This design comes from an exercise in tuning for small area, a short achievable clock period and few clock cycles per item on the open sky130 flow, not from production work. At most, simulation tests tie the RTL to the original design; equivalence was not proved. Only the layout flow was run in run 3; the RTL was not checked for function there.

$ cat flow/config.mk
export PLATFORM = sky130hd
export DESIGN_NAME = layernorm
export DESIGN_NICKNAME = layernorm
export VERILOG_FILES = /design/flow/design.v
export SDC_FILE = /design/flow/constraint.sdc
export NUM_CORES = 4
export LEC_CHECK = 0
export CAP_MARGIN = 20
export CELL_PAD_IN_SITES_DETAIL_PLACEMENT = 1
export CELL_PAD_IN_SITES_GLOBAL_PLACEMENT = 2
export CORE_MARGIN = 2
export CORE_UTILIZATION = 25
export PLACE_DENSITY = 0.35
export SETUP_SLACK_MARGIN = 3
export SLEW_MARGIN = 20
export SYNTH_MEMORY_MAX_BITS = 16384
$ cat flow/constraint.sdc
create_clock -name core_clock -period 65.0 [get_ports {clk_i}]
set_input_delay 13.0000 -clock core_clock [delete_from_list [all_inputs] [get_ports {clk_i}]]
set_output_delay 13.0000 -clock core_clock [all_outputs]
set_load 0.01 [all_outputs]
$ cat flow/design.v
module fp16_add_comb (
  input  wire [15:0] a_i,
  input  wire [15:0] b_i,
  output wire [15:0] sum_o
);
  wire        a_sign = a_i[15];
  wire [4:0]  a_exp  = a_i[14:10];
  wire [9:0]  a_mant = a_i[9:0];
  wire        b_sign = b_i[15];
  wire [4:0]  b_exp  = b_i[14:10];
  wire [9:0]  b_mant = b_i[9:0];
  wire a_is_zero = (a_exp == 5'd0);
  wire b_is_zero = (b_exp == 5'd0);
  wire a_is_inf  = (a_exp == 5'd31) && (a_mant == 10'd0);
  wire b_is_inf  = (b_exp == 5'd31) && (b_mant == 10'd0);
  wire a_is_nan  = (a_exp == 5'd31) && (a_mant != 10'd0);
  wire b_is_nan  = (b_exp == 5'd31) && (b_mant != 10'd0);
  wire [10:0] a_full = a_is_zero ? 11'd0 : {1'b1, a_mant};
  wire [10:0] b_full = b_is_zero ? 11'd0 : {1'b1, b_mant};
  wire a_ge_b = (a_exp > b_exp) || ((a_exp == b_exp) && (a_full >= b_full));
  wire        lg_sign = a_ge_b ? a_sign : b_sign;
  wire [4:0]  lg_exp  = a_ge_b ? a_exp  : b_exp;
  wire [10:0] lg_mant = a_ge_b ? a_full : b_full;
  wire        sm_sign = a_ge_b ? b_sign : a_sign;
  wire [10:0] sm_mant = a_ge_b ? b_full : a_full;
  wire [4:0]  sm_exp  = a_ge_b ? b_exp  : a_exp;
  wire [4:0] exp_diff = lg_exp - sm_exp;
  wire [13:0] lg_ext = {1'b0, lg_mant, 2'b00};
  wire [26:0] sm_wide = {1'b0, sm_mant, 2'b00, 13'b0};
  wire [26:0] sm_shifted = sm_wide >> exp_diff;
  wire [13:0] sm_ext = sm_shifted[26:13];
  wire        sticky  = |sm_shifted[12:0];
  wire eff_sub = lg_sign ^ sm_sign;
  wire [14:0] mant_sum = eff_sub ? ({1'b0, lg_ext} - {1'b0, sm_ext}) :
                                   ({1'b0, lg_ext} + {1'b0, sm_ext});
  reg [3:0] lod;
  reg       sum_is_zero;
  integer i;
  always @(*) begin
    lod = 4'd0;
    sum_is_zero = (mant_sum[14:0] == 15'd0);
    for (i = 0; i < 15; i = i + 1) begin
      if (mant_sum[i]) lod = i[3:0];
    end
  end
  wire overflow = (lod == 4'd13) || (lod == 4'd14);
  wire [3:0] rshift_amt = (lod > 4'd12) ? (lod - 4'd12) : 4'd0;
  wire [3:0] lshift_amt = (lod < 4'd12) ? (4'd12 - lod) : 4'd0;
  wire [14:0] norm_mant = sum_is_zero ? 15'd0 :
                          overflow    ? (mant_sum >> rshift_amt) :
                                        (mant_sum << lshift_amt);
  wire signed [6:0] lg_exp_s = $signed({2'b0, lg_exp});
  wire signed [6:0] rsh_s    = $signed({3'b0, rshift_amt});
  wire signed [6:0] lsh_s    = $signed({3'b0, lshift_amt});
  wire signed [6:0] exp_adj_s = sum_is_zero ? 7'sd0 :
                                overflow    ? (lg_exp_s + rsh_s) :
                                              (lg_exp_s - lsh_s);
  wire [9:0] trunc_mant = norm_mant[11:2];
  wire       guard_bit  = norm_mant[1];
  wire       round_bit  = norm_mant[0];
  wire       extra_sticky = overflow ? |mant_sum[0] : 1'b0;
  wire       sticky_bit   = sticky | extra_sticky;
  wire       use_sticky = sticky_bit & ~eff_sub;
  wire       round_up = guard_bit & (round_bit | use_sticky | trunc_mant[0]);
  wire [10:0] rounded_mant = {1'b0, trunc_mant} + {10'd0, round_up};
  wire        round_ovf = rounded_mant[10];
  wire signed [6:0] final_exp_s = round_ovf ? (exp_adj_s + 7'sd1) : exp_adj_s;
  wire [15:0] normal_result = {lg_sign, final_exp_s[4:0], rounded_mant[9:0]};
  wire exp_overflow = (final_exp_s >= 7'sd31);
  wire [15:0] inf_result = {lg_sign, 5'd31, 10'd0};
  wire exp_underflow = (final_exp_s <= 7'sd0) && !sum_is_zero;
  wire [15:0] zero_result = {lg_sign, 15'd0};
  wire [15:0] nan_result = 16'h7E00;
  reg [15:0] result;
  always @(*) begin
    if (a_is_nan || b_is_nan) begin
      result = nan_result;
    end else if (a_is_inf && b_is_inf && eff_sub) begin
      result = nan_result;
    end else if (a_is_inf || b_is_inf) begin
      result = a_is_inf ? {a_sign, 5'd31, 10'd0} : {b_sign, 5'd31, 10'd0};
    end else if (a_is_zero && b_is_zero) begin
      result = {a_sign & b_sign, 15'd0};
    end else if (a_is_zero) begin
      result = b_i;
    end else if (b_is_zero) begin
      result = a_i;
    end else if (sum_is_zero) begin
      result = 16'd0;
    end else if (exp_underflow) begin
      result = zero_result;
    end else if (exp_overflow) begin
      result = inf_result;
    end else begin
      result = normal_result;
    end
  end
  assign sum_o = result;
endmodule
module fp16_mul_comb (
  input  wire [15:0] a_i,
  input  wire [15:0] b_i,
  output wire [15:0] prod_o
);
  wire        a_sign = a_i[15];
  wire [4:0]  a_exp  = a_i[14:10];
  wire [9:0]  a_mant = a_i[9:0];
  wire        b_sign = b_i[15];
  wire [4:0]  b_exp  = b_i[14:10];
  wire [9:0]  b_mant = b_i[9:0];
  wire res_sign = a_sign ^ b_sign;
  wire a_is_zero = (a_exp == 5'd0);
  wire b_is_zero = (b_exp == 5'd0);
  wire a_is_inf  = (a_exp == 5'd31) && (a_mant == 10'd0);
  wire b_is_inf  = (b_exp == 5'd31) && (b_mant == 10'd0);
  wire a_is_nan  = (a_exp == 5'd31) && (a_mant != 10'd0);
  wire b_is_nan  = (b_exp == 5'd31) && (b_mant != 10'd0);
  wire [10:0] a_full = {1'b1, a_mant};
  wire [10:0] b_full = {1'b1, b_mant};
  wire [21:0] mant_prod = a_full * b_full;
  wire signed [7:0] exp_raw = $signed({1'b0, a_exp}) + $signed({1'b0, b_exp}) - 8'sd15;
  wire norm_shift = mant_prod[21];
  wire [9:0] trunc_mant = norm_shift ? mant_prod[20:11] : mant_prod[19:10];
  wire       guard_bit  = norm_shift ? mant_prod[10]     : mant_prod[9];
  wire       round_bit  = norm_shift ? mant_prod[9]      : mant_prod[8];
  wire       sticky_bit = norm_shift ? |mant_prod[8:0]   : |mant_prod[7:0];
  wire round_up = guard_bit & (round_bit | sticky_bit | trunc_mant[0]);
  wire [10:0] rounded = {1'b0, trunc_mant} + {10'd0, round_up};
  wire round_ovf = rounded[10];
  wire signed [7:0] final_exp = exp_raw + {7'd0, norm_shift} + {7'd0, round_ovf};
  wire [15:0] normal_result = {res_sign, final_exp[4:0], rounded[9:0]};
  wire [15:0] inf_result    = {res_sign, 5'd31, 10'd0};
  wire [15:0] nan_result    = 16'h7E00;
  wire [15:0] zero_result   = {res_sign, 15'd0};
  wire exp_overflow  = (final_exp >= 8'sd31);
  wire exp_underflow = (final_exp <= 8'sd0);
  reg [15:0] result;
  always @(*) begin
    if (a_is_nan || b_is_nan) begin
      result = nan_result;
    end else if ((a_is_inf && b_is_zero) || (b_is_inf && a_is_zero)) begin
      result = nan_result;
    end else if (a_is_inf || b_is_inf) begin
      result = inf_result;
    end else if (a_is_zero || b_is_zero) begin
      result = zero_result;
    end else if (exp_underflow) begin
      result = zero_result;
    end else if (exp_overflow) begin
      result = inf_result;
    end else begin
      result = normal_result;
    end
  end
  assign prod_o = result;
endmodule
module fp16_from_int8 (
  input  wire [7:0]  val_i,
  output wire [15:0] fp16_o
);
  wire       is_neg = val_i[7];
  wire [7:0] abs_val = is_neg ? (~val_i + 8'd1) : val_i;
  wire       is_zero = (val_i == 8'd0);
  reg [3:0] lod;
  integer i;
  always @(*) begin
    lod = 4'd0;
    for (i = 0; i < 8; i = i + 1) begin
      if (abs_val[i]) lod = i[3:0];
    end
  end
  wire [4:0] exp_val = lod[3:0] + 5'd15;
  wire [3:0] mant_shift = 4'd10 - lod;
  wire [9:0] mant_val = (abs_val << mant_shift) & 10'h3FF;  
  assign fp16_o = is_zero ? 16'd0 : {is_neg, exp_val, mant_val};
endmodule
module fp16_rsqrt_comb (
  input  wire [15:0] val_i,
  output reg  [15:0] result_o
);
  wire [4:0] e = val_i[14:10];
  wire [9:0] f = val_i[9:0];
  wire is_zero = (e == 5'd0);
  wire is_inf  = (e == 5'd31);
  wire parity = ~e[0];
  reg [15:0] lut_mem [0:511];
  initial $readmemh("inv_sqrt_lut.hex", lut_mem);
  wire [15:0] lut_out = lut_mem[{parity, f[9:2]}];
  wire k_is_15 = lut_out[15];
  wire signed [6:0] base = $signed({2'b0, 5'd15}) -
                            $signed({2'b0, e}) +
                            $signed({6'd0, parity});
  wire signed [6:0] half_base = base >>> 1;
  wire signed [6:0] out_e_s = half_base + (k_is_15 ? 7'sd15 : 7'sd14);
  wire [9:0] raw_frac   = lut_out[13:4];
  wire       guard       = lut_out[3];
  wire       round_bit   = lut_out[2];
  wire       sticky      = |lut_out[1:0];
  wire       round_up    = guard & (round_bit | sticky | raw_frac[0]);
  wire [10:0] rounded    = {1'b0, raw_frac} + {10'd0, round_up};
  wire        round_ovf  = rounded[10];
  wire [9:0] out_frac = k_is_15   ? 10'd0 :
                         round_ovf ? 10'd0 : rounded[9:0];
  wire signed [6:0] out_e_adj = round_ovf ? (out_e_s + 7'sd1) : out_e_s;
  always @(*) begin
    if (is_zero) begin
      result_o = 16'h7C00;
    end else if (is_inf) begin
      result_o = 16'h0000;
    end else if (out_e_adj <= 7'sd0) begin
      result_o = 16'h0000;
    end else if (out_e_adj >= 7'sd31) begin
      result_o = 16'h7C00;
    end else begin
      result_o = {1'b0, out_e_adj[4:0], out_frac};
    end
  end
endmodule
module layernorm #(
  parameter DIM = 64
) (
  input  wire        clk_i,
  input  wire        rst_i,
  input  wire        start_i,
  input  wire [DIM*16-1:0] x_i,
  output reg  [5:0]  w_sel_o,
  output reg  [6:0]  w_addr_o,
  input  wire [7:0]  w_data_i,
  input  wire [5:0]  gamma_sel_i,
  input  wire [15:0] gamma_scale_i,
  input  wire [15:0] beta_scale_i,
  output reg  [DIM*16-1:0] y_o,
  output reg               done_o,
  output reg               busy_o
);
  localparam [4:0]  INV_N_EXP = 5'd15 - $clog2(DIM);
  localparam [15:0] INV_N = {1'b0, INV_N_EXP, 10'd0};
  reg  [7:0]  k;
  reg  [4:0]  jsel;
  reg         sum_ph;     
  reg         norm_ph;    
  reg         gam_ph;     
  reg  [15:0] xr_a, xr_b;
  reg  [15:0] acc;
  reg  [15:0] sq_a, sq_b;
  reg  [15:0] neg_mean;
  reg  [15:0] inv_std;
  reg  [15:0] scale_r;
  reg  [7:0]  wd_r;
  wire [15:0] x_a = x_i[jsel*32      +: 16];
  wire [15:0] x_b = x_i[jsel*32 + 16 +: 16];
  wire [15:0] d_a, d_b;
  fp16_add_comb u_sub_a (.a_i(xr_a), .b_i(neg_mean), .sum_o(d_a));
  fp16_add_comb u_sub_b (.a_i(xr_b), .b_i(neg_mean), .sum_o(d_b));
  wire [15:0] gamma_tap = y_o[31:16];
  wire [15:0] m_a, m_b;
  fp16_mul_comb u_mul_a (.a_i(norm_ph ? sq_a : d_a), .b_i(norm_ph ? inv_std : d_a), .prod_o(m_a));
  fp16_mul_comb u_mul_b (.a_i(norm_ph ? m_a : d_b), .b_i(norm_ph ? gamma_tap : d_b), .prod_o(m_b));
  wire [15:0] deq_fp16;
  fp16_from_int8 u_deq (.val_i(wd_r), .fp16_o(deq_fp16));
  wire [15:0] deq;
  fp16_mul_comb u_mul_g (.a_i(deq_fp16), .b_i(scale_r), .prod_o(deq));
  wire [15:0] p_a = sum_ph ? xr_a : sq_a;
  wire [15:0] p_b = sum_ph ? xr_b : sq_b;
  wire [15:0] c1, c2;
  fp16_add_comb u_add1 (.a_i(acc), .b_i(p_a), .sum_o(c1));
  fp16_add_comb u_add2 (.a_i(norm_ph ? deq : c1), .b_i(p_b), .sum_o(c2));
  wire [15:0] mean_w;
  fp16_mul_comb u_mean (.a_i(c2), .b_i(INV_N), .prod_o(mean_w));
  wire [15:0] var_w;
  fp16_mul_comb u_var (.a_i(acc), .b_i(INV_N), .prod_o(var_w));
  wire [15:0] rsq;
  fp16_rsqrt_comb u_rsqrt (.val_i(var_w), .result_o(rsq));
  always @(posedge clk_i) begin
    y_o <= {(gam_ph ? deq : c2), y_o[DIM*16-1:16]};
  end
  always @(posedge clk_i) begin
    xr_a <= x_a;
    xr_b <= x_b;
    wd_r <= w_data_i;
    if (k == 8'd0 || k == 8'd32 || k == 8'd33) acc <= 16'd0;
    else acc <= c2;
    if (k == 8'd32) neg_mean <= {~mean_w[15], mean_w[14:0]};
    if (k == 8'd66) inv_std <= rsq;
    sq_a <= norm_ph ? (k[0] ? d_b : d_a) : m_a;
    sq_b <= m_b;
    if (k == 8'd0) scale_r <= gamma_scale_i;
    else if (k == 8'd67) scale_r <= beta_scale_i;
  end
  always @(posedge clk_i) begin
    if (rst_i) begin
      k       <= 8'd0;
      done_o  <= 1'b0;
      busy_o  <= 1'b0;
    end else begin
      done_o <= 1'b0;
      if (k == 8'd0) begin
        if (start_i) begin
          k      <= 8'd1;
          busy_o <= 1'b1;
        end
      end else if (k == 8'd131) begin
        k      <= 8'd0;
        done_o <= 1'b1;
        busy_o <= 1'b0;
      end else begin
        k <= k + 8'd1;
      end
    end
  end
  always @(posedge clk_i) begin
    if (rst_i) begin
      jsel    <= 5'd0;
      sum_ph  <= 1'b1;
      norm_ph <= 1'b0;
      gam_ph  <= 1'b1;
      w_sel_o <= 6'd0;
      w_addr_o <= 7'd0;
    end else begin
      if (k == 8'd0 || k == 8'd131) begin
        jsel    <= start_i && k == 8'd0 ? 5'd1 : 5'd0;
        sum_ph  <= 1'b1;
        norm_ph <= 1'b0;
        gam_ph  <= 1'b1;
        w_sel_o <= gamma_sel_i;
        w_addr_o <= 7'd0;
      end else begin
        if (k < 8'd63) jsel <= k[4:0] + 5'd1;
        else jsel <= k[5:1];           
        sum_ph  <= (k + 8'd1) <= 8'd32;
        norm_ph <= (k + 8'd1) >= 8'd66;
        gam_ph  <= (k + 8'd1) <= 8'd67;
        w_addr_o <= {1'b0, k[5:0] - 6'd1};
        if (k == 8'd65) w_sel_o <= w_sel_o + 6'd1;
      end
    end
  end
endmodule
$ cat flow/inv_sqrt_lut.hex
8000
7fc0
7f81
7f42
7f03
7ec5
7e87
7e49
7e0c
7dcf
7d92
7d56
7d1a
7cde
7ca3
7c68
7c2e
7bf3
7bb9
7b80
7b46
7b0d
7ad5
7a9c
7a64
7a2c
79f5
79be
7987
7950
791a
78e4
78ae
7878
7843
780e
77da
77a5
7771
773d
770a
76d6
76a3
7670
763e
760b
75d9
75a8
7576
7545
7514
74e3
74b2
7482
7452
7422
73f2
73c3
7393
7364
7336
7307
72d9
72aa
727d
724f
7221
71f4
71c7
719a
716e
7141
7115
70e9
70bd
7091
7066
703b
7010
6fe5
6fba
6f90
6f66
6f3b
6f12
6ee8
6ebe
6e95
6e6c
6e43
6e1a
6df1
6dc9
6da0
6d78
6d50
6d29
6d01
6cda
6cb2
6c8b
6c64
6c3d
6c17
6bf0
6bca
6ba4
6b7e
6b58
6b32
6b0d
6ae8
6ac2
6a9d
6a78
6a54
6a2f
6a0b
69e6
69c2
699e
697a
6956
6933
690f
68ec
68c9
68a6
6883
6860
683e
681b
67f9
67d6
67b4
6792
6771
674f
672d
670c
66ea
66c9
66a8
6687
6666
6646
6625
6605
65e4
65c4
65a4
6584
6564
6544
6525
6505
64e6
64c7
64a7
6488
6469
644a
642c
640d
63ef
63d0
63b2
6394
6376
6358
633a
631c
62fe
62e1
62c3
62a6
6289
626c
624f
6232
6215
61f8
61db
61bf
61a2
6186
616a
614e
6132
6116
60fa
60de
60c2
60a7
608b
6070
6054
6039
601e
6003
5fe8
5fcd
5fb2
5f98
5f7d
5f63
5f48
5f2e
5f13
5ef9
5edf
5ec5
5eab
5e91
5e78
5e5e
5e44
5e2b
5e11
5df8
5ddf
5dc5
5dac
5d93
5d7a
5d61
5d49
5d30
5d17
5cff
5ce6
5cce
5cb5
5c9d
5c85
5c6d
5c55
5c3d
5c25
5c0d
5bf5
5bde
5bc6
5bae
5b97
5b7f
5b68
5b51
5b3a
5b23
5b0b
5af4
5ade
5ac7
5ab0
5a99
5a82
5a55
5a28
59fc
59d0
59a3
5978
594c
5921
58f6
58cb
58a0
5876
584c
5822
57f8
57cf
57a5
577c
5754
572b
5703
56db
56b3
568b
5664
563d
5615
55ef
55c8
55a2
557b
5555
5530
550a
54e4
54bf
549a
5475
5451
542c
5408
53e4
53c0
539c
5378
5355
5332
530f
52ec
52c9
52a7
5284
5262
5240
521e
51fc
51db
51b9
5198
5177
5156
5135
5115
50f4
50d4
50b4
5094
5074
5054
5035
5015
4ff6
4fd7
4fb8
4f99
4f7a
4f5c
4f3d
4f1f
4f01
4ee3
4ec5
4ea7
4e8a
4e6c
4e4f
4e31
4e14
4df7
4dda
4dbe
4da1
4d85
4d68
4d4c
4d30
4d14
4cf8
4cdc
4cc1
4ca5
4c8a
4c6e
4c53
4c38
4c1d
4c02
4be7
4bcd
4bb2
4b98
4b7e
4b63
4b49
4b2f
4b15
4afc
4ae2
4ac8
4aaf
4a95
4a7c
4a63
4a4a
4a31
4a18
49ff
49e7
49ce
49b6
499d
4985
496d
4955
493d
4925
490d
48f5
48dd
48c6
48ae
4897
4880
4868
4851
483a
4823
480c
47f6
47df
47c8
47b2
479b
4785
476f
4758
4742
472c
4716
4700
46eb
46d5
46bf
46aa
4694
467f
4669
4654
463f
462a
4615
4600
45eb
45d6
45c1
45ad
4598
4583
456f
455b
4546
4532
451e
450a
44f6
44e2
44ce
44ba
44a6
4492
447f
446b
4458
4444
4431
441e
440a
43f7
43e4
43d1
43be
43ab
4398
4385
4373
4360
434d
433b
4328
4316
4303
42f1
42df
42cc
42ba
42a8
4296
4284
4272
4260
424e
423d
422b
4219
4208
41f6
41e5
41d3
41c2
41b1
419f
418e
417d
416c
415b
414a
4139
4128
4117
4106
40f5
40e5
40d4
40c3
40b3
40a2
4092
4082
4071
4061
4051
4040
4030
4020
4010
$ cat flow/run.sh
#!/bin/bash
# synth_recipe.tcl (not shown) runs the flow's synth.tcl, then flattens the netlist and writes it again
# the make line also repeats each setting of config.mk as NAME=value (left out here)
make -C /OpenROAD-flow-scripts/flow DESIGN_CONFIG=/design/flow/config.mk WORK_HOME=/design/flow/orfs CLKGATE_MAP_FILE= SYNTH_SCRIPT=/design/flow/synth_recipe.tcl finish
==> results of run 1 <==
[logic make-up after synthesis]
kind of cell,after synthesis,synth area share (%)
mux,596,12.7
flops,1189,30.0
other cells,1,0.00463
compound gates,2254,18.5
fa+ha+maj,752,14.0
simple gates,2837,16.4
xor+xnor,302,3.28
buf+inv,1090,5.18
==> impl_metrics.env, run 1 <==
export IMPL_synth_ff_type="dfxtp_1"
export IMPL_synth_most_common_cell="dfxtp_1"
export IMPL_rows=208
export IMPL_yosys_top_cells_count="1142 x dfxtp_1, 903 x nor2_1, 842 x nand2_1, 578 x inv_1, 566 x a21oi_1"
export IMPL_synthTopCellsByArea="dfxtp_1 28%, mux4_2 9.2%, ha_1 7.6%"
export IMPL_async_flop_share_pct=0
export IMPL_dieWidth_um=573
export IMPL_status="aborted with a tool error"
export IMPL_haltStage="I/O pin placement"
export IMPL_avgSynthCellArea_um2=8.97
export IMPL_yosysWarnings=5
export IMPL_synth_cells=9021
export IMPL_ys_seq_area_share_pct=30.0
export IMPL_syn_nets=10800
export IMPL_die_y_um=573
export IMPL_start_util_pct=25.2
export IMPL_synth_seq_cells=1189
export IMPL_synth_top_area_share_pct=28.3
export IMPL_netlist_cell_type_count=131
export IMPL_synth_edf_count=47
export IMPL_error="[ERROR PPL-0024] Number of IO pins (2112) exceeds maximum number of available positions (2076). Increase the die perimeter from 2291.70um to 2872.32um."
export IMPL_syn_area_um2=80900
export IMPL_synth_top_cell_by_area="dfxtp_1"
Testbench counts, summed over its fixed seeds: cycles 33,800, items 256.
==> run 2, diff against run 1 <==
--- a/flow/design.v
+++ b/flow/design.v
@@ -240,2 +240,3 @@
   reg         sum_ph;     
+  reg         d_ph;       
   reg         norm_ph;    
@@ -254,10 +255,9 @@
   fp16_add_comb u_sub_b (.a_i(xr_b), .b_i(neg_mean), .sum_o(d_b));
-  wire [15:0] gamma_tap = y_o[31:16];
-  wire [15:0] m_a, m_b;
-  fp16_mul_comb u_mul_a (.a_i(norm_ph ? sq_a : d_a), .b_i(norm_ph ? inv_std : d_a), .prod_o(m_a));
-  fp16_mul_comb u_mul_b (.a_i(norm_ph ? m_a : d_b), .b_i(norm_ph ? gamma_tap : d_b), .prod_o(m_b));
   wire [15:0] deq_fp16;
   fp16_from_int8 u_deq (.val_i(wd_r), .fp16_o(deq_fp16));
-  wire [15:0] deq;
-  fp16_mul_comb u_mul_g (.a_i(deq_fp16), .b_i(scale_r), .prod_o(deq));
+  wire [15:0] gamma_tap = y_o[15:0];
+  wire [15:0] m_g, m_a, m_b;
+  fp16_mul_comb u_mul_g (.a_i(norm_ph ? acc : deq_fp16), .b_i(norm_ph ? inv_std : scale_r), .prod_o(m_g));
+  fp16_mul_comb u_mul_a (.a_i(norm_ph ? m_g : d_a), .b_i(norm_ph ? gamma_tap : d_a), .prod_o(m_a));
+  fp16_mul_comb u_mul_b (.a_i(norm_ph ? deq_fp16 : d_b), .b_i(norm_ph ? scale_r : d_b), .prod_o(m_b));
   wire [15:0] p_a = sum_ph ? xr_a : sq_a;
@@ -266,3 +266,3 @@
   fp16_add_comb u_add1 (.a_i(acc), .b_i(p_a), .sum_o(c1));
-  fp16_add_comb u_add2 (.a_i(norm_ph ? deq : c1), .b_i(p_b), .sum_o(c2));
+  fp16_add_comb u_add2 (.a_i(norm_ph ? sq_a : c1), .b_i(p_b), .sum_o(c2));
   wire [15:0] mean_w;
@@ -274,3 +274,3 @@
   always @(posedge clk_i) begin
-    y_o <= {(gam_ph ? deq : c2), y_o[DIM*16-1:16]};
+    y_o <= {(gam_ph ? m_g : c2), y_o[DIM*16-1:16]};
   end
@@ -281,2 +281,3 @@
     if (k == 8'd0 || k == 8'd32 || k == 8'd33) acc <= 16'd0;
+    else if (d_ph) acc <= k[0] ? d_b : d_a;
     else acc <= c2;
@@ -284,6 +285,6 @@
     if (k == 8'd66) inv_std <= rsq;
-    sq_a <= norm_ph ? (k[0] ? d_b : d_a) : m_a;
+    sq_a <= m_a;
     sq_b <= m_b;
     if (k == 8'd0) scale_r <= gamma_scale_i;
-    else if (k == 8'd67) scale_r <= beta_scale_i;
+    else if (k == 8'd66) scale_r <= beta_scale_i;
   end
@@ -313,2 +314,3 @@
       jsel    <= 5'd0;
+      d_ph    <= 1'b0;
       sum_ph  <= 1'b1;
@@ -321,2 +323,3 @@
         jsel    <= start_i && k == 8'd0 ? 5'd1 : 5'd0;
+        d_ph    <= 1'b0;
         sum_ph  <= 1'b1;
@@ -330,6 +333,7 @@
         sum_ph  <= (k + 8'd1) <= 8'd32;
-        norm_ph <= (k + 8'd1) >= 8'd66;
-        gam_ph  <= (k + 8'd1) <= 8'd67;
-        w_addr_o <= {1'b0, k[5:0] - 6'd1};
-        if (k == 8'd65) w_sel_o <= w_sel_o + 6'd1;
+        d_ph    <= (k + 8'd1) >= 8'd66;
+        norm_ph <= (k + 8'd1) >= 8'd67;
+        gam_ph  <= (k + 8'd1) <= 8'd66;
+        w_addr_o <= {1'b0, k[5:0]};
+        if (k == 8'd64) w_sel_o <= w_sel_o + 6'd1;
       end
--- a/flow/config.mk
+++ b/flow/config.mk
@@ -10,4 +10,4 @@
 export CELL_PAD_IN_SITES_GLOBAL_PLACEMENT = 2
-export CORE_MARGIN = 2
-export CORE_UTILIZATION = 25
+export CORE_AREA = 4 4 1096 341
+export DIE_AREA = 0 0 1100 345
 export PLACE_DENSITY = 0.35
==> impl_metrics.env, run 2 <==
export IMPL_status="complete, no violations"
export IMPL_final_setup_viol_count=0
export IMPL_crit_path_end_kind="register"
export IMPL_cts_sinks=1190
export IMPL_fin_area_um2=112000
export IMPL_layout_commonest_cell="clkdlybuf4s50_1"
export IMPL_htree_levels=3
export IMPL_crit_family="simple AND/OR/NAND/NOR gates"
export IMPL_dp_cells=15800
export IMPL_finalCriticalPeriod_ns=34.22
export IMPL_yosys_top_cells_count="1143 x dfxtp_1, 900 x nand2_1, 846 x nor2_1, 669 x inv_1, 601 x a21oi_1"
export IMPL_syn_area_um2=80500
export IMPL_crit_required_ns=65.59
export IMPL_hold_class="reg2reg"
export IMPL_area_growth_pct=39.6
export IMPL_drive_gt1_share_pct=10.1
export IMPL_cap_violations=0
export IMPL_fmax_mhz=29.2
export IMPL_clock_skew_ns=0.113
export IMPL_drc=0
export IMPL_synth_top_cell_by_area="dfxtp_1"
export IMPL_synth_edf_count=47
export IMPL_port_buffer_count=2110
export IMPL_netlist_cell_type_count=133
export IMPL_core_area_um2=365000
export IMPL_placed_area_um2=108000
export IMPL_arrival_ns=34.81
export IMPL_cpPeakStageDelay_ns=0.88
export IMPL_place_gp_congestion=1.02
export IMPL_grt_max_degree=95
export IMPL_maxSlewViolCount=0
export IMPL_numCtsBuffers=112
export IMPL_synth_seq_cells=1190
export IMPL_rows=123
export IMPL_via_per_inst=5.22
export IMPL_slowest_stage="nor4_1"
export IMPL_vias=84000
export IMPL_path_clk_slew_ns=0.08
export IMPL_grt_first_pass_wirelength_um=785000
export IMPL_cts_tree="done"
export IMPL_hold_violations=0
export IMPL_synthTopCellsByArea="dfxtp_1 28%, mux4_2 9.5%, ha_1 7.6%"
export IMPL_holdBufCountCts=0
export IMPL_yosysWarnings=5
export IMPL_dr_pass1_iters=7
export IMPL_crit_path_max_fanout=26
export IMPL_clk_latency_ns=0.96
export IMPL_worst_path_most_repeated_cell="nor2_1"
export IMPL_die_y_um=345
export IMPL_io_pins=2112
export IMPL_startpoint_type="register"
export IMPL_largest_reg_flops=1024
export IMPL_postCtsResizedCells=0
export IMPL_grt_pass1_vias=80900
export IMPL_synth_cells=8978
export IMPL_dp_hpwl_um=509000
export IMPL_fin_nets=12800
export IMPL_criticalPathCategory="reg2reg"
export IMPL_final_util_pct=30.8
export IMPL_wire_per_inst_um=36.9
export IMPL_start_util_pct=22.1
export IMPL_syn_nets=10800
export IMPL_ys_seq_area_share_pct=30.2
export IMPL_avgSynthCellArea_um2=8.97
export IMPL_rsz0062_at_grt="no"
export IMPL_path_buf_inv=18
export IMPL_period_share_pct=52.6
export IMPL_clk_path_buf_depth=4
export IMPL_relSlewSlack_pct=9.78
export IMPL_dieWidth_um=1100
export IMPL_async_flop_share_pct=0
export IMPL_dieArea_um2=380000
export IMPL_postCtsSetupRepairBufs=0
export IMPL_final_cell_mix="2110 x clkdlybuf4s50_1, 1133 x dfxtp_1, 899 x nand2_1, 833 x nor2_1, 668 x inv_1"
export IMPL_stdcell_count=16100
export IMPL_clk_root_buffer_cell="clkbuf_16"
export IMPL_fin_tns_setup_ns=0
export IMPL_wl_um=594000
export IMPL_tightest_slew_ns=1.35
export IMPL_regMostFlops="y_o"
export IMPL_drt_iter0_drc=9756
export IMPL_synth_ff_type="dfxtp_1"
export IMPL_synth_top_area_share_pct=28.4
export IMPL_synth_most_common_cell="dfxtp_1"
export IMPL_antenna_found_initial=141
export IMPL_gr_total_overflow=0
export IMPL_track_usage_pct=29.9
export IMPL_ant_nets=0
[run 2: changes by cell type after synthesis, moves of 18 or more]
cell      previous run  this run
inv_1              578       669
nand2_1            842       900
nor2_1             903       846
o21ai_0            479       434
a211oi_1           135        95
and2_1             132        92
mux2i_1            171       208
a21oi_1            566       601
o211ai_1           109        81
o311ai_0            38        17
clkbuf_1           395       376
nand4_1             74        56
[run 2: layer usage]
metal	global-route usage [%]	up-vias	part of all wire (%)
met5	0	-	0.12
met4	3.44	42	1.3
met3	11.4	328	11
met2	36.7	3626	35
met1	48.4	43800	52
li1	-	36200	-
[run 2: cell families (layout without fill, tap and decap cells)]
logic type	after synthesis	after routing	share of synthesized area, %
simple gates	2774	2774	15.8
xor+xnor	298	298	3.25
buf+inv	1172	3282	5.59
mux	644	644	13.4
flops	1190	1190	30.2
other cells	1	75	0.00466
fa+ha+maj	752	752	14.1
compound gates	2147	2147	17.6
[run 2: worst paths after layout]
path / depth (start not counted) / slack [ns] / to / from
max: 130 / 30.78 / neg_mean[3] / acc[10]
min reg2reg: 0 / 0.29 / y_o[962] / y_o[978]
max reg2reg: 130 / 30.78 / neg_mean[3] / acc[10]
min: 0 / 0.29 / y_o[962] / y_o[978]
[run 2: area by class of cell]
| class | count | area (um^2) |
|---|---|---|
| Multi-Input combinational cell | 6616 | 52100 |
| Fill cell | 41700 | 253000 |
| Sequential cell | 1190 | 24300 |
| Tap cell | 4937 | 6180 |
| Antenna cell | 74 | 185 |
| Inverter | 698 | 2620 |
| Clock buffer | 146 | 3150 |
| Clock inverter | 57 | 719 |
| Timing Repair Buffer | 2381 | 23200 |
[run 2: stage by stage]
| stage | worst slack (ns) | hold WS (ns) |
|---|---|---|
| after floorplan | 36.49 | 0.382 |
| after global placement | 32.62 | 0.332 |
| after detailed placement | 31.84 | 0.335 |
| after CTS | 31.68 | 0.272 |
| after global routing | 28.72 | 0.285 |
| final | 30.78 | 0.288 |
Testbench counts of run 2, summed over its fixed seeds: cycles 33,800, items 256.
==> run 3, diff against run 2 <==
--- a/flow/design.v
+++ b/flow/design.v
@@ -13,62 +13,84 @@
   wire b_is_zero = (b_exp == 5'd0);
-  wire a_is_inf  = (a_exp == 5'd31) && (a_mant == 10'd0);
-  wire b_is_inf  = (b_exp == 5'd31) && (b_mant == 10'd0);
-  wire a_is_nan  = (a_exp == 5'd31) && (a_mant != 10'd0);
-  wire b_is_nan  = (b_exp == 5'd31) && (b_mant != 10'd0);
-  wire [10:0] a_full = a_is_zero ? 11'd0 : {1'b1, a_mant};
-  wire [10:0] b_full = b_is_zero ? 11'd0 : {1'b1, b_mant};
-  wire a_ge_b = (a_exp > b_exp) || ((a_exp == b_exp) && (a_full >= b_full));
-  wire        lg_sign = a_ge_b ? a_sign : b_sign;
-  wire [4:0]  lg_exp  = a_ge_b ? a_exp  : b_exp;
-  wire [10:0] lg_mant = a_ge_b ? a_full : b_full;
-  wire        sm_sign = a_ge_b ? b_sign : a_sign;
-  wire [10:0] sm_mant = a_ge_b ? b_full : a_full;
-  wire [4:0]  sm_exp  = a_ge_b ? b_exp  : a_exp;
-  wire [4:0] exp_diff = lg_exp - sm_exp;
-  wire [13:0] lg_ext = {1'b0, lg_mant, 2'b00};
-  wire [26:0] sm_wide = {1'b0, sm_mant, 2'b00, 13'b0};
-  wire [26:0] sm_shifted = sm_wide >> exp_diff;
-  wire [13:0] sm_ext = sm_shifted[26:13];
-  wire        sticky  = |sm_shifted[12:0];
-  wire eff_sub = lg_sign ^ sm_sign;
-  wire [14:0] mant_sum = eff_sub ? ({1'b0, lg_ext} - {1'b0, sm_ext}) :
-                                   ({1'b0, lg_ext} + {1'b0, sm_ext});
-  reg [3:0] lod;
-  reg       sum_is_zero;
-  integer i;
-  always @(*) begin
-    lod = 4'd0;
-    sum_is_zero = (mant_sum[14:0] == 15'd0);
-    for (i = 0; i < 15; i = i + 1) begin
-      if (mant_sum[i]) lod = i[3:0];
+  wire a_max     = (a_exp == 5'd31);
+  wire b_max     = (b_exp == 5'd31);
+  wire a_is_inf  = a_max && (a_mant == 10'd0);
+  wire b_is_inf  = b_max && (b_mant == 10'd0);
+  wire a_is_nan  = a_max && (a_mant != 10'd0);
+  wire b_is_nan  = b_max && (b_mant != 10'd0);
+  wire eff_sub   = a_sign ^ b_sign;
+  wire [5:0] dab = {1'b0, a_exp} - {1'b0, b_exp};
+  wire [5:0] dba = {1'b0, b_exp} - {1'b0, a_exp};
+  wire       a_exp_ge = ~dab[5];
+  wire [4:0] d = a_exp_ge ? dab[4:0] : dba[4:0];
+  wire [4:0]  lg_exp  = a_exp_ge ? a_exp : b_exp;
+  wire [10:0] lg_full = a_exp_ge ? {1'b1, a_mant} : {1'b1, b_mant};
+  wire [10:0] sm_full = a_exp_ge ? {1'b1, b_mant} : {1'b1, a_mant};
+  wire        lg_sign_e = a_exp_ge ? a_sign : b_sign;
+  wire [12:0] sm_w = {sm_full, 2'b00};
+  wire [12:0] sm_al = (d > 5'd13) ? 13'd0 : (sm_w >> d);
+  reg sticky;
+  integer s;
+  always @(*) begin
+    sticky = 1'b0;
+    for (s = 0; s < 13; s = s + 1)
+      if (s < d) sticky = sticky | sm_w[s];
+  end
+  wire [13:0] lg_w = {1'b0, lg_full, 2'b00};
+  wire [13:0] f_sum = eff_sub ? (lg_w - {1'b0, sm_al}) : (lg_w + {1'b0, sm_al});
+  wire f_ovf = f_sum[13];              
+  wire f_top = f_sum[12];              
+  reg [9:0] f_trunc;
+  reg       f_guard, f_round, f_stk;
+  reg [5:0] f_exp;                    
+  always @(*) begin
+    if (f_ovf) begin
+      f_trunc = f_sum[12:3];
+      f_guard = f_sum[2];
+      f_round = f_sum[1];
+      f_stk   = (sticky | f_sum[0]) & ~eff_sub;
+    end else if (f_top) begin
+      f_trunc = f_sum[11:2];
+      f_guard = f_sum[1];
+      f_round = f_sum[0];
+      f_stk   = sticky & ~eff_sub;
+    end else begin
+      f_trunc = {f_sum[10:1]};
+      f_guard = f_sum[0];
+      f_round = 1'b0;
+      f_stk   = 1'b0;
     end
   end
-  wire overflow = (lod == 4'd13) || (lod == 4'd14);
-  wire [3:0] rshift_amt = (lod > 4'd12) ? (lod - 4'd12) : 4'd0;
-  wire [3:0] lshift_amt = (lod < 4'd12) ? (4'd12 - lod) : 4'd0;
-  wire [14:0] norm_mant = sum_is_zero ? 15'd0 :
-                          overflow    ? (mant_sum >> rshift_amt) :
-                                        (mant_sum << lshift_amt);
-  wire signed [6:0] lg_exp_s = $signed({2'b0, lg_exp});
-  wire signed [6:0] rsh_s    = $signed({3'b0, rshift_amt});
-  wire signed [6:0] lsh_s    = $signed({3'b0, lshift_amt});
-  wire signed [6:0] exp_adj_s = sum_is_zero ? 7'sd0 :
-                                overflow    ? (lg_exp_s + rsh_s) :
-                                              (lg_exp_s - lsh_s);
-  wire [9:0] trunc_mant = norm_mant[11:2];
-  wire       guard_bit  = norm_mant[1];
-  wire       round_bit  = norm_mant[0];
-  wire       extra_sticky = overflow ? |mant_sum[0] : 1'b0;
-  wire       sticky_bit   = sticky | extra_sticky;
-  wire       use_sticky = sticky_bit & ~eff_sub;
-  wire       round_up = guard_bit & (round_bit | use_sticky | trunc_mant[0]);
-  wire [10:0] rounded_mant = {1'b0, trunc_mant} + {10'd0, round_up};
-  wire        round_ovf = rounded_mant[10];
-  wire signed [6:0] final_exp_s = round_ovf ? (exp_adj_s + 7'sd1) : exp_adj_s;
-  wire [15:0] normal_result = {lg_sign, final_exp_s[4:0], rounded_mant[9:0]};
-  wire exp_overflow = (final_exp_s >= 7'sd31);
-  wire [15:0] inf_result = {lg_sign, 5'd31, 10'd0};
-  wire exp_underflow = (final_exp_s <= 7'sd0) && !sum_is_zero;
-  wire [15:0] zero_result = {lg_sign, 15'd0};
-  wire [15:0] nan_result = 16'h7E00;
+  wire [5:0] lg_exp_p1 = {1'b0, lg_exp} + 6'd1;
+  wire [5:0] lg_exp_m1 = {1'b0, lg_exp} - 6'd1;
+  always @(*) begin
+    if (f_ovf)      f_exp = lg_exp_p1;
+    else if (f_top) f_exp = {1'b0, lg_exp};
+    else            f_exp = lg_exp_m1;
+  end
+  wire        f_rup  = f_guard & (f_round | f_stk | f_trunc[0]);
+  wire [10:0] f_rnd  = {1'b0, f_trunc} + {10'd0, f_rup};
+  wire [5:0]  f_exp2 = f_exp + {5'd0, f_rnd[10]};
+  wire        f_oflow = (f_exp2 >= 6'd31);
+  wire        f_uflow = (f_exp2 == 6'd0);
+  wire [14:0] f_res = {f_exp2[4:0], f_rnd[9:0]};
+  wire [11:0] n_lg  = {lg_full, 1'b0};
+  wire [11:0] n_sm  = d[0] ? {1'b0, sm_full} : {sm_full, 1'b0};
+  wire [12:0] n_d1  = {1'b0, n_lg} - {1'b0, n_sm};
+  wire [12:0] n_d2  = {1'b0, n_sm} - {1'b0, n_lg};
+  wire        n_neg = n_d1[12];       
+  wire [11:0] n_mag = n_neg ? n_d2[11:0] : n_d1[11:0];
+  wire        n_zero = (n_mag == 12'd0);
+  reg [3:0] n_lz;
+  integer t;
+  always @(*) begin
+    n_lz = 4'd12;
+    for (t = 0; t < 12; t = t + 1)
+      if (n_mag[t]) n_lz = 4'd11 - t[3:0];
+  end
+  wire [11:0] n_norm = n_mag << n_lz;
+  wire signed [6:0] n_exp_s = $signed({2'b0, lg_exp}) - $signed({3'b0, n_lz});
+  wire        n_uflow = (n_exp_s <= 7'sd0);
+  wire [14:0] n_res = {n_exp_s[4:0], n_norm[10:1]};
+  wire        near = eff_sub & ((d == 5'd0) | ((d == 5'd1) & (n_lz >= 4'd2)));
+  wire        res_sign = near ? (n_neg ? ~lg_sign_e : lg_sign_e) : lg_sign_e;
   reg [15:0] result;
@@ -76,5 +98,5 @@
     if (a_is_nan || b_is_nan) begin
-      result = nan_result;
+      result = 16'h7E00;
     end else if (a_is_inf && b_is_inf && eff_sub) begin
-      result = nan_result;
+      result = 16'h7E00;
     end else if (a_is_inf || b_is_inf) begin
@@ -87,10 +109,10 @@
       result = a_i;
-    end else if (sum_is_zero) begin
-      result = 16'd0;
-    end else if (exp_underflow) begin
-      result = zero_result;
-    end else if (exp_overflow) begin
-      result = inf_result;
+    end else if (near) begin
+      if (n_zero)       result = 16'd0;
+      else if (n_uflow) result = {res_sign, 15'd0};
+      else              result = {res_sign, n_res};
     end else begin
-      result = normal_result;
+      if (f_uflow)      result = {res_sign, 15'd0};
+      else if (f_oflow) result = {res_sign, 5'd31, 10'd0};
+      else              result = {res_sign, f_res};
     end
@@ -158,19 +180,265 @@
   input  wire [7:0]  val_i,
-  output wire [15:0] fp16_o
+  output reg  [15:0] fp16_o
 );
-  wire       is_neg = val_i[7];
-  wire [7:0] abs_val = is_neg ? (~val_i + 8'd1) : val_i;
-  wire       is_zero = (val_i == 8'd0);
-  reg [3:0] lod;
-  integer i;
-  always @(*) begin
-    lod = 4'd0;
-    for (i = 0; i < 8; i = i + 1) begin
-      if (abs_val[i]) lod = i[3:0];
-    end
+  always @(*) begin
+    case (val_i)
+      8'd0: fp16_o = 16'h0000;
+      8'd1: fp16_o = 16'h3c00;
+      8'd2: fp16_o = 16'h4000;
+      8'd3: fp16_o = 16'h4200;
+      8'd4: fp16_o = 16'h4400;
+      8'd5: fp16_o = 16'h4500;
+      8'd6: fp16_o = 16'h4600;
+      8'd7: fp16_o = 16'h4700;
+      8'd8: fp16_o = 16'h4800;
+      8'd9: fp16_o = 16'h4880;
+      8'd10: fp16_o = 16'h4900;
+      8'd11: fp16_o = 16'h4980;
+      8'd12: fp16_o = 16'h4a00;
+      8'd13: fp16_o = 16'h4a80;
+      8'd14: fp16_o = 16'h4b00;
+      8'd15: fp16_o = 16'h4b80;
+      8'd16: fp16_o = 16'h4c00;
+      8'd17: fp16_o = 16'h4c40;
+      8'd18: fp16_o = 16'h4c80;
+      8'd19: fp16_o = 16'h4cc0;
+      8'd20: fp16_o = 16'h4d00;
+      8'd21: fp16_o = 16'h4d40;
+      8'd22: fp16_o = 16'h4d80;
+      8'd23: fp16_o = 16'h4dc0;
+      8'd24: fp16_o = 16'h4e00;
+      8'd25: fp16_o = 16'h4e40;
+      8'd26: fp16_o = 16'h4e80;
+      8'd27: fp16_o = 16'h4ec0;
+      8'd28: fp16_o = 16'h4f00;
+      8'd29: fp16_o = 16'h4f40;
+      8'd30: fp16_o = 16'h4f80;
+      8'd31: fp16_o = 16'h4fc0;
+      8'd32: fp16_o = 16'h5000;
+      8'd33: fp16_o = 16'h5020;
+      8'd34: fp16_o = 16'h5040;
+      8'd35: fp16_o = 16'h5060;
+      8'd36: fp16_o = 16'h5080;
+      8'd37: fp16_o = 16'h50a0;
+      8'd38: fp16_o = 16'h50c0;
+      8'd39: fp16_o = 16'h50e0;
+      8'd40: fp16_o = 16'h5100;
+      8'd41: fp16_o = 16'h5120;
+      8'd42: fp16_o = 16'h5140;
+      8'd43: fp16_o = 16'h5160;
+      8'd44: fp16_o = 16'h5180;
+      8'd45: fp16_o = 16'h51a0;
+      8'd46: fp16_o = 16'h51c0;
+      8'd47: fp16_o = 16'h51e0;
+      8'd48: fp16_o = 16'h5200;
+      8'd49: fp16_o = 16'h5220;
+      8'd50: fp16_o = 16'h5240;
+      8'd51: fp16_o = 16'h5260;
+      8'd52: fp16_o = 16'h5280;
+      8'd53: fp16_o = 16'h52a0;
+      8'd54: fp16_o = 16'h52c0;
+      8'd55: fp16_o = 16'h52e0;
+      8'd56: fp16_o = 16'h5300;
+      8'd57: fp16_o = 16'h5320;
+      8'd58: fp16_o = 16'h5340;
+      8'd59: fp16_o = 16'h5360;
+      8'd60: fp16_o = 16'h5380;
+      8'd61: fp16_o = 16'h53a0;
+      8'd62: fp16_o = 16'h53c0;
+      8'd63: fp16_o = 16'h53e0;
+      8'd64: fp16_o = 16'h5400;
+      8'd65: fp16_o = 16'h5410;
+      8'd66: fp16_o = 16'h5420;
+      8'd67: fp16_o = 16'h5430;
+      8'd68: fp16_o = 16'h5440;
+      8'd69: fp16_o = 16'h5450;
+      8'd70: fp16_o = 16'h5460;
+      8'd71: fp16_o = 16'h5470;
+      8'd72: fp16_o = 16'h5480;
+      8'd73: fp16_o = 16'h5490;
+      8'd74: fp16_o = 16'h54a0;
+      8'd75: fp16_o = 16'h54b0;
+      8'd76: fp16_o = 16'h54c0;
+      8'd77: fp16_o = 16'h54d0;
+      8'd78: fp16_o = 16'h54e0;
+      8'd79: fp16_o = 16'h54f0;
+      8'd80: fp16_o = 16'h5500;
+      8'd81: fp16_o = 16'h5510;
+      8'd82: fp16_o = 16'h5520;
+      8'd83: fp16_o = 16'h5530;
+      8'd84: fp16_o = 16'h5540;
+      8'd85: fp16_o = 16'h5550;
+      8'd86: fp16_o = 16'h5560;
+      8'd87: fp16_o = 16'h5570;
+      8'd88: fp16_o = 16'h5580;
+      8'd89: fp16_o = 16'h5590;
+      8'd90: fp16_o = 16'h55a0;
+      8'd91: fp16_o = 16'h55b0;
+      8'd92: fp16_o = 16'h55c0;
+      8'd93: fp16_o = 16'h55d0;
+      8'd94: fp16_o = 16'h55e0;
+      8'd95: fp16_o = 16'h55f0;
+      8'd96: fp16_o = 16'h5600;
+      8'd97: fp16_o = 16'h5610;
+      8'd98: fp16_o = 16'h5620;
+      8'd99: fp16_o = 16'h5630;
+      8'd100: fp16_o = 16'h5640;
+      8'd101: fp16_o = 16'h5650;
+      8'd102: fp16_o = 16'h5660;
+      8'd103: fp16_o = 16'h5670;
+      8'd104: fp16_o = 16'h5680;
+      8'd105: fp16_o = 16'h5690;
+      8'd106: fp16_o = 16'h56a0;
+      8'd107: fp16_o = 16'h56b0;
+      8'd108: fp16_o = 16'h56c0;
+      8'd109: fp16_o = 16'h56d0;
+      8'd110: fp16_o = 16'h56e0;
+      8'd111: fp16_o = 16'h56f0;
+      8'd112: fp16_o = 16'h5700;
+      8'd113: fp16_o = 16'h5710;
+      8'd114: fp16_o = 16'h5720;
+      8'd115: fp16_o = 16'h5730;
+      8'd116: fp16_o = 16'h5740;
+      8'd117: fp16_o = 16'h5750;
+      8'd118: fp16_o = 16'h5760;
+      8'd119: fp16_o = 16'h5770;
+      8'd120: fp16_o = 16'h5780;
+      8'd121: fp16_o = 16'h5790;
+      8'd122: fp16_o = 16'h57a0;
+      8'd123: fp16_o = 16'h57b0;
+      8'd124: fp16_o = 16'h57c0;
+      8'd125: fp16_o = 16'h57d0;
+      8'd126: fp16_o = 16'h57e0;
+      8'd127: fp16_o = 16'h57f0;
+      8'd128: fp16_o = 16'hd800;
+      8'd129: fp16_o = 16'hd7f0;
+      8'd130: fp16_o = 16'hd7e0;
+      8'd131: fp16_o = 16'hd7d0;
+      8'd132: fp16_o = 16'hd7c0;
+      8'd133: fp16_o = 16'hd7b0;
+      8'd134: fp16_o = 16'hd7a0;
+      8'd135: fp16_o = 16'hd790;
+      8'd136: fp16_o = 16'hd780;
+      8'd137: fp16_o = 16'hd770;
+      8'd138: fp16_o = 16'hd760;
+      8'd139: fp16_o = 16'hd750;
+      8'd140: fp16_o = 16'hd740;
+      8'd141: fp16_o = 16'hd730;
+      8'd142: fp16_o = 16'hd720;
+      8'd143: fp16_o = 16'hd710;
+      8'd144: fp16_o = 16'hd700;
+      8'd145: fp16_o = 16'hd6f0;
+      8'd146: fp16_o = 16'hd6e0;
+      8'd147: fp16_o = 16'hd6d0;
+      8'd148: fp16_o = 16'hd6c0;
+      8'd149: fp16_o = 16'hd6b0;
+      8'd150: fp16_o = 16'hd6a0;
+      8'd151: fp16_o = 16'hd690;
+      8'd152: fp16_o = 16'hd680;
+      8'd153: fp16_o = 16'hd670;
+      8'd154: fp16_o = 16'hd660;
+      8'd155: fp16_o = 16'hd650;
+      8'd156: fp16_o = 16'hd640;
+      8'd157: fp16_o = 16'hd630;
+      8'd158: fp16_o = 16'hd620;
+      8'd159: fp16_o = 16'hd610;
+      8'd160: fp16_o = 16'hd600;
+      8'd161: fp16_o = 16'hd5f0;
+      8'd162: fp16_o = 16'hd5e0;
+      8'd163: fp16_o = 16'hd5d0;
+      8'd164: fp16_o = 16'hd5c0;
+      8'd165: fp16_o = 16'hd5b0;
+      8'd166: fp16_o = 16'hd5a0;
+      8'd167: fp16_o = 16'hd590;
+      8'd168: fp16_o = 16'hd580;
+      8'd169: fp16_o = 16'hd570;
+      8'd170: fp16_o = 16'hd560;
+      8'd171: fp16_o = 16'hd550;
+      8'd172: fp16_o = 16'hd540;
+      8'd173: fp16_o = 16'hd530;
+      8'd174: fp16_o = 16'hd520;
+      8'd175: fp16_o = 16'hd510;
+      8'd176: fp16_o = 16'hd500;
+      8'd177: fp16_o = 16'hd4f0;
+      8'd178: fp16_o = 16'hd4e0;
+      8'd179: fp16_o = 16'hd4d0;
+      8'd180: fp16_o = 16'hd4c0;
+      8'd181: fp16_o = 16'hd4b0;
+      8'd182: fp16_o = 16'hd4a0;
+      8'd183: fp16_o = 16'hd490;
+      8'd184: fp16_o = 16'hd480;
+      8'd185: fp16_o = 16'hd470;
+      8'd186: fp16_o = 16'hd460;
+      8'd187: fp16_o = 16'hd450;
+      8'd188: fp16_o = 16'hd440;
+      8'd189: fp16_o = 16'hd430;
+      8'd190: fp16_o = 16'hd420;
+      8'd191: fp16_o = 16'hd410;
+      8'd192: fp16_o = 16'hd400;
+      8'd193: fp16_o = 16'hd3e0;
+      8'd194: fp16_o = 16'hd3c0;
+      8'd195: fp16_o = 16'hd3a0;
+      8'd196: fp16_o = 16'hd380;
+      8'd197: fp16_o = 16'hd360;
+      8'd198: fp16_o = 16'hd340;
+      8'd199: fp16_o = 16'hd320;
+      8'd200: fp16_o = 16'hd300;
+      8'd201: fp16_o = 16'hd2e0;
+      8'd202: fp16_o = 16'hd2c0;
+      8'd203: fp16_o = 16'hd2a0;
+      8'd204: fp16_o = 16'hd280;
+      8'd205: fp16_o = 16'hd260;
+      8'd206: fp16_o = 16'hd240;
+      8'd207: fp16_o = 16'hd220;
+      8'd208: fp16_o = 16'hd200;
+      8'd209: fp16_o = 16'hd1e0;
+      8'd210: fp16_o = 16'hd1c0;
+      8'd211: fp16_o = 16'hd1a0;
+      8'd212: fp16_o = 16'hd180;
+      8'd213: fp16_o = 16'hd160;
+      8'd214: fp16_o = 16'hd140;
+      8'd215: fp16_o = 16'hd120;
+      8'd216: fp16_o = 16'hd100;
+      8'd217: fp16_o = 16'hd0e0;
+      8'd218: fp16_o = 16'hd0c0;
+      8'd219: fp16_o = 16'hd0a0;
+      8'd220: fp16_o = 16'hd080;
+      8'd221: fp16_o = 16'hd060;
+      8'd222: fp16_o = 16'hd040;
+      8'd223: fp16_o = 16'hd020;
+      8'd224: fp16_o = 16'hd000;
+      8'd225: fp16_o = 16'hcfc0;
+      8'd226: fp16_o = 16'hcf80;
+      8'd227: fp16_o = 16'hcf40;
+      8'd228: fp16_o = 16'hcf00;
+      8'd229: fp16_o = 16'hcec0;
+      8'd230: fp16_o = 16'hce80;
+      8'd231: fp16_o = 16'hce40;
+      8'd232: fp16_o = 16'hce00;
+      8'd233: fp16_o = 16'hcdc0;
+      8'd234: fp16_o = 16'hcd80;
+      8'd235: fp16_o = 16'hcd40;
+      8'd236: fp16_o = 16'hcd00;
+      8'd237: fp16_o = 16'hccc0;
+      8'd238: fp16_o = 16'hcc80;
+      8'd239: fp16_o = 16'hcc40;
+      8'd240: fp16_o = 16'hcc00;
+      8'd241: fp16_o = 16'hcb80;
+      8'd242: fp16_o = 16'hcb00;
+      8'd243: fp16_o = 16'hca80;
+      8'd244: fp16_o = 16'hca00;
+      8'd245: fp16_o = 16'hc980;
+      8'd246: fp16_o = 16'hc900;
+      8'd247: fp16_o = 16'hc880;
+      8'd248: fp16_o = 16'hc800;
+      8'd249: fp16_o = 16'hc700;
+      8'd250: fp16_o = 16'hc600;
+      8'd251: fp16_o = 16'hc500;
+      8'd252: fp16_o = 16'hc400;
+      8'd253: fp16_o = 16'hc200;
+      8'd254: fp16_o = 16'hc000;
+      8'd255: fp16_o = 16'hbc00;
+      default: fp16_o = 16'h0000;
+    endcase
   end
-  wire [4:0] exp_val = lod[3:0] + 5'd15;
-  wire [3:0] mant_shift = 4'd10 - lod;
-  wire [9:0] mant_val = (abs_val << mant_shift) & 10'h3FF;  
-  assign fp16_o = is_zero ? 16'd0 : {is_neg, exp_val, mant_val};
 endmodule
==> flow/flow/run.sh (new file) <==
#!/bin/bash
set -euo pipefail
MARGIN=$(cat flow/margin.txt)
bash standard.sh SETUP_SLACK_MARGIN=$MARGIN finish > standard.log 2>&1
==> flow/flow/margin.txt (new file) <==
45
==> flow/standard.sh (new file) <==
#!/bin/bash
# synth_recipe.tcl (not shown) runs the flow's synth.tcl, then flattens the netlist and writes it again
# the make line also repeats each setting of config.mk as NAME=value (left out here)
make -C /OpenROAD-flow-scripts/flow DESIGN_CONFIG=/design/flow/config.mk WORK_HOME=/design/flow/orfs CLKGATE_MAP_FILE= SYNTH_SCRIPT=/design/flow/synth_recipe.tcl "${@:-finish}"
removed: flow/run.sh
==> impl_metrics.env, run 3 <==
export IMPL_async_flop_share_pct=0
export IMPL_area_growth_pct=43.6
export IMPL_via_per_inst=5.34
export IMPL_wire_per_inst_um=37.0
export IMPL_register_area_um2=24400
export IMPL_die_y_um=345
export IMPL_hold_class="reg2reg"
export IMPL_ys_seq_area_share_pct=29.2
export IMPL_grt_first_pass_wirelength_um=817000
export IMPL_holdCritStartpoint="y_o[442]"
export IMPL_r2r_slack_ns=45.61
export IMPL_fin_tns_setup_ns=0
export IMPL_layout_commonest_cell="clkdlybuf4s50_1"
export IMPL_io_pins=2112
export IMPL_hold_violations=0
export IMPL_clk_latency_ns=0.93
export IMPL_avgSynthCellArea_um2=8.92
export IMPL_hold_depth=0
export IMPL_syn_nets=11200
export IMPL_crit_path_max_fanout=20
export IMPL_stdcell_count=16700
export IMPL_crit_path_end_kind="register"
export IMPL_fin_nets=13500
export IMPL_hold_end="y_o[426]"
export IMPL_crit_reg2reg_launch="neg_mean[13]"
export IMPL_maxSlewViolCount=0
export IMPL_start_util_pct=22.9
export IMPL_place_gp_congestion=1.01
export IMPL_grt_max_degree=69
export IMPL_multi_input_area_um2=56900
export IMPL_wl_um=616000
export IMPL_period_share_pct=29.8
export IMPL_criticalPathCategory="reg2reg"
export IMPL_core_area_um2=365000
export IMPL_hold_slack_ns=0.287
export IMPL_numCtsBuffers=107
export IMPL_dp_cells=16200
export IMPL_cpPeakStageDelay_ns=0.65
export IMPL_port_buffer_count=2110
export IMPL_regMostFlops="y_o"
export IMPL_path_buf_inv=13
export IMPL_crit_required_ns=65.79
export IMPL_cap_violations=0
export IMPL_synth_edf_count=47
export IMPL_crit_family="compound AO/OA/AOI/OAI gates"
export IMPL_dieWidth_um=1100
export IMPL_relSlewSlack_pct=17.1
export IMPL_largest_reg_flops=1024
export IMPL_track_usage_pct=30.9
export IMPL_final_cell_mix="2110 x clkdlybuf4s50_1, 1131 x dfxtp_1, 778 x nand2_1, 746 x inv_1, 741 x nor2_1"
export IMPL_clock_skew_ns=0.0683
export IMPL_clk_path_buf_depth=4
export IMPL_drive_gt1_share_pct=14.9
export IMPL_cts_tree="done"
export IMPL_final_util_pct=32.8
export IMPL_synth_cells=9354
export IMPL_drc=0
export IMPL_rows=123
export IMPL_synth_ff_type="dfxtp_1"
export IMPL_status="complete, no violations"
export IMPL_netlist_cell_type_count=136
export IMPL_worst_path_most_repeated_cell="o21bai_1"
export IMPL_antenna_found_initial=154
export IMPL_synth_most_common_cell="dfxtp_1"
export IMPL_yosysWarnings=5
export IMPL_gr_total_overflow=0
export IMPL_htree_levels=3
export IMPL_yosys_top_cells_count="1147 x dfxtp_1, 802 x nand2_1, 768 x nor2_1, 763 x inv_1, 650 x a21oi_1"
export IMPL_synth_top_cell_by_area="dfxtp_1"
export IMPL_drt_iter0_drc=10100
export IMPL_slowest_stage="nand2_1"
export IMPL_ant_nets=0
export IMPL_synthTopCellsByArea="dfxtp_1 28%, mux4_2 8.9%, ha_1 7.7%"
export IMPL_dp_hpwl_um=521000
export IMPL_syn_area_um2=83500
export IMPL_path_clk_slew_ns=0.12
export IMPL_fmax_mhz=51.6
export IMPL_arrival_ns=20.18
export IMPL_dr_pass1_iters=6
export IMPL_finalCriticalPeriod_ns=19.39
export IMPL_vias=89000
export IMPL_final_setup_viol_count=0
export IMPL_ff2ff_path_depth=85
export IMPL_synth_top_area_share_pct=27.5
export IMPL_startpoint_type="register"
export IMPL_cts_sinks=1194
export IMPL_synth_seq_cells=1194
export IMPL_dieArea_um2=380000
export IMPL_tightest_slew_ns=1.24
export IMPL_grt_pass1_vias=86300
export IMPL_clk_root_buffer_cell="clkbuf_16"
export IMPL_rsz0062_at_grt="yes"
export IMPL_nFillCells=41500
export IMPL_r2r_end="sq_b[0]"
[run 3: cell count changes after synthesis, moves of 27 or more]
cell	before	now
o21ai_0	434	546
o211ai_1	81	108
nor2_1	846	768
and3_1	64	102
inv_1	669	763
nand2_1	900	802
a211oi_1	95	136
a21oi_1	601	650
[run 3: cell type report]
cell class / count / share of cell area, %
Antenna cell: 36 / 0.0751
Clock buffer: 136 / 2.47
Sequential cell: 1194 / 20.4
Multi-Input combinational cell: 6876 / 47.4
Inverter: 777 / 2.48
Clock inverter: 58 / 0.559
Timing Repair Buffer: 2656 / 21.5
Tap cell: 4937 / 5.15
[run 3: what timing repair did]
item                                    4_1_cts  5_1_grt
hold buffers                                  0        0
gates resized for setup                     366      307
buffers inserted                             99      130
endpoints found under the setup margin       78       72
gates cloned                                  4        8
pin swaps                                    46       92
[run 3: metal layers]
layer / global-route usage (%) / up-vias / part of all wire, %
met5: 2.76 / - / 0.21
met4: 4.33 / 42 / 1.6
met3: 11.6 / 394 / 11
met2: 39.2 / 3950 / 36
met1: 48.7 / 46200 / 51
li1: - / 38400 / -
[run 3: per-stage QoR]
| stage | worst slack [ns] | cell area, um^2 |
|---|---|---|
| 5_1_grt | 44.87 | 120000 |
| 6_report | 45.61 | 120000 |
| 3_3_place_gp | 39.84 | 111000 |
| 4_1_cts | 44.99 | 117000 |
| 2_1_floorplan | 45.07 | 83500 |
| 3_5_place_dp | 39.78 | 111000 |
[run 3: logic make-up (layout without fill, tap and decap cells)]
group                      count (synthesis)  after routing  share of synthesized area (%)
and+or+nand+nor                         2661           2663                           15.0
AOI/OAI and AO/OA                       2521           2522                           20.1
buffers and inverters                   1287           3627                           5.89
DFF                                     1194           1194                           29.2
adders and majority gates                789            789                           14.3
muxes                                    640            640                           12.8
xor gates and xnor gates                 261            261                           2.75
other                                      1             37                        0.00449
[run 3: worst max-delay path by stage]
stage                       from           to  depth (start not counted)
global route             norm_ph      sq_a[0]                         99
global placement          sum_ph  neg_mean[9]                         86
finish              neg_mean[13]      sq_b[0]                         85
floorplan                norm_ph      sq_a[0]                        103
detailed placement       norm_ph      sq_a[6]                         89
CTS                      norm_ph      sq_a[0]                         97

-- what the ideal ports hide --
In the flow no input, the clock included, has a driving cell. The finished layouts below were timed again as built, in two steps. Step 1, drivers: a clkbuf_16 drives clk_i and a buf_2 each remaining input, both assumed. Step 2 moves the port delays by t, midway between the first and last clock arrival at a register: inputs arrive t later, outputs are due t later. That takes back most of the time a late clock gives input paths. a / b / c = ideal / step 1 / step 2; a / b = the first two.
run	t (ns)	slack for setup (ns)	worst hold slack (ns)	cell pins on the clock port's net
run 2	1.034	30.782 / 30.782 / 30.782	0.288 / 0.288 / 0.288	1
run 3	1.002	45.611 / 45.611 / 45.611	0.287 / 0.287 / 0.287	1
After both steps every run listed still meets setup and hold.
